This is an optimization exercise on Yosys and OpenROAD, whose aim is small area, a short achievable clock period and few clock cycles per item, not a production implementation.
The RTL was checked by simulation tests, not by an equivalence proof against the original design.
Power is estimated from default activity; no workload was simulated.

==> inputs of branch fjord <==
Design multserial, start of the top module:
module multserial(input wire CLK,
                  input wire RST,
                  input wire MST,
                  input wire MSGN,
                  input wire [31:0] SRCA,
                  input wire [31:0] SRCB,
                  output wire [63:0] PROD,
                  output wire PRODV);
    wire [32:0] a = {MSGN & SRCA[31], SRCA};
    wire [34:0] b = {MSGN & SRCB[31], MSGN & SRCB[31], SRCB, 1'b0};   
    wire [16:0] neg, onen, twon;
    benc u_benc0 (.x2(b[2]), .x1(b[1]), .x0(b[0]), .neg(neg[0]), .onen(onen[0]), .twon(twon[0]));
    benc u_benc1 (.x2(b[4]), .x1(b[3]), .x0(b[2]), .neg(neg[1]), .onen(onen[1]), .twon(twon[1]));
    benc u_benc2 (.x2(b[6]), .x1(b[5]), .x0(b[4]), .neg(neg[2]), .onen(onen[2]), .twon(twon[2]));
    benc u_benc3 (.x2(b[8]), .x1(b[7]), .x0(b[6]), .neg(neg[3]), .onen(onen[3]), .twon(twon[3]));
    benc u_benc4 (.x2(b[10]), .x1(b[9]), .x0(b[8]), .neg(neg[4]), .onen(onen[4]), .twon(twon[4]));
    benc u_benc5 (.x2(b[12]), .x1(b[11]), .x0(b[10]), .neg(neg[5]), .onen(onen[5]), .twon(twon[5]));
  ...
export LEC_CHECK = 0
export CAP_MARGIN = 20
export CORE_MARGIN = 2
export CORE_UTILIZATION = 40
export PLACE_DENSITY = 0.6
export SLEW_MARGIN = 20
export SYNTH_HIERARCHICAL = 1
create_clock -name core_clock -period 5.0 [get_ports {CLK}]
standard.sh (not shown) runs the stock make flow with config.mk's settings and CLKGATE_MAP_FILE= SYNTH_SCRIPT=/design/flow/synth_recipe.tcl, a recipe that flattens the netlist after the stock synthesis.
==> flow/flow/run.sh <==
#!/bin/bash
set -e
cp standard.sh flow/standard.sh.seen 2>/dev/null || true
export BUFFER_PORTS_ARGS="-buffer_cell sky130_fd_sc_hd__buf_2"
bash standard.sh finish > standard.log 2>&1
==> flow/flow/standard.sh.seen <==
#!/bin/bash
# The standard flow's own layout of this design, on the ORFS make targets given (by default finish). After
# finish it leaves the final layout's DEF at /design/flow/out/final.def.
set -euo pipefail
make -C /OpenROAD-flow-scripts/flow DESIGN_CONFIG=/design/flow/config.mk WORK_HOME=/design/flow/orfs CLKGATE_MAP_FILE= SYNTH_SCRIPT=/design/flow/synth_recipe.tcl CAP_MARGIN=20 CORE_MARGIN=2 CORE_UTILIZATION=40 PLACE_DENSITY=0.6 SLEW_MARGIN=20 SYNTH_HIERARCHICAL=1 "${@:-finish}"
if [[ -f /design/flow/orfs/results/sky130hd/multserial/base/6_final.odb ]]; then
  : # left out here: write the final layout as DEF
fi
==> inputs of branch yarrow, as changes to branch fjord <==
==> flow/run.sh (new file) <==
#!/bin/bash
# synth_recipe.tcl (not shown) runs the flow's synth.tcl, then flattens the netlist and writes it again
# the make line also repeats each setting of config.mk as NAME=value (left out here)
make -C /OpenROAD-flow-scripts/flow DESIGN_CONFIG=/design/flow/config.mk WORK_HOME=/design/flow/orfs CLKGATE_MAP_FILE= SYNTH_SCRIPT=/design/flow/synth_recipe.tcl finish
removed: flow/flow/run.sh
removed: flow/flow/standard.sh.seen
removed: flow/standard.sh
==> notes.md <==
quantity                                                                 branch yarrow               branch fjord
Run status                                                  complete, but fails checks  no timing/DRC/antenna violations
Reasons for failing layout checks                                         setup timing                          -
Setup slack after layout                                                    -0.0141 ns                   0.201 ns
Required time worst endpoint                                                   5.22 ns                    4.00 ns
Max-slew headroom at the worst pin                                               0.440                      0.539
Leakage power                                                                0.0146 µW                  0.0129 µW
Global routing usage summed across all routing layers                            0.311                      0.287
Layout cells sized above 1                                                       0.286                      0.241
Fraction of power spent switching nets                                           0.440                      0.460
IR drop worst, VDD                                                              621 µV                     420 µV
Power in the clock group                                                       1370 µW                    1270 µW
Arrival time worst endpoint                                                    5.24 ns                    3.80 ns
Area used by multi-input combinational logic                                24,000 µm²                 23,300 µm²
Post-layout power                                                            23,000 µW                  21,100 µW
RSZ-0062 raised after global routing                                               yes                         no
Total number of vias                                                            23,000                     21,800
Slowest-stage cell, CP                                           sky130_fd_sc_hd__fa_1  sky130_fd_sc_hd__edfxtp_1
Count of instances resized after the clock tree is built                            63                          3
Maximum single-stage delay on the critical path                                0.54 ns                    0.39 ns
Violation count after the first detailed-routing iteration                       2,125                      2,243
Routed wire length per instance                                                27.3 µm                    26.4 µm
Met3 wirelength from detailed routing                                          7380 µm                    7140 µm
Number of cells after detailed placement                                         3,756                      3,586
Worst Setup Start Kind                                                       input pin                       flop
Testbench counts of branch fjord, summed over its fixed seeds: cycles 2,000, items 2,000.
Testbench counts of branch yarrow, summed over its fixed seeds: cycles 2,000, items 2,000.

what the ideal ports hide:
No port has a modelled driver above. Below, the same layouts with a new extraction and two added sets of constraints. Step 1 assumes that a clkbuf_16 drives the clock port and a buf_2 every other input. Step 2 adds t to the input delays and takes it off the output delays; t is the mean of the earliest and latest rising clock arrival at the registers after step 1. Input paths then give back, and output paths get back, about the clock's delay inside the block. a / b / c = no drivers / after step 1 / after step 2; a / b = the first two.
| run | t (ns) | slack for setup (ns) | pins driven straight from the clock port |
|---|---|---|---|
| branch fjord | 0.548 | 0.201 / 0.133 / -0.246 | 1 |
| branch yarrow | 0.542 | -0.014 / 0.016 / -0.526 | 1 |
Met with ideal ports but missed after step 2: setup timing in branch fjord. For branch yarrow, which loses most, drivers alone change the setup slack by +0.030 ns; drivers and shift together by -0.512 ns.
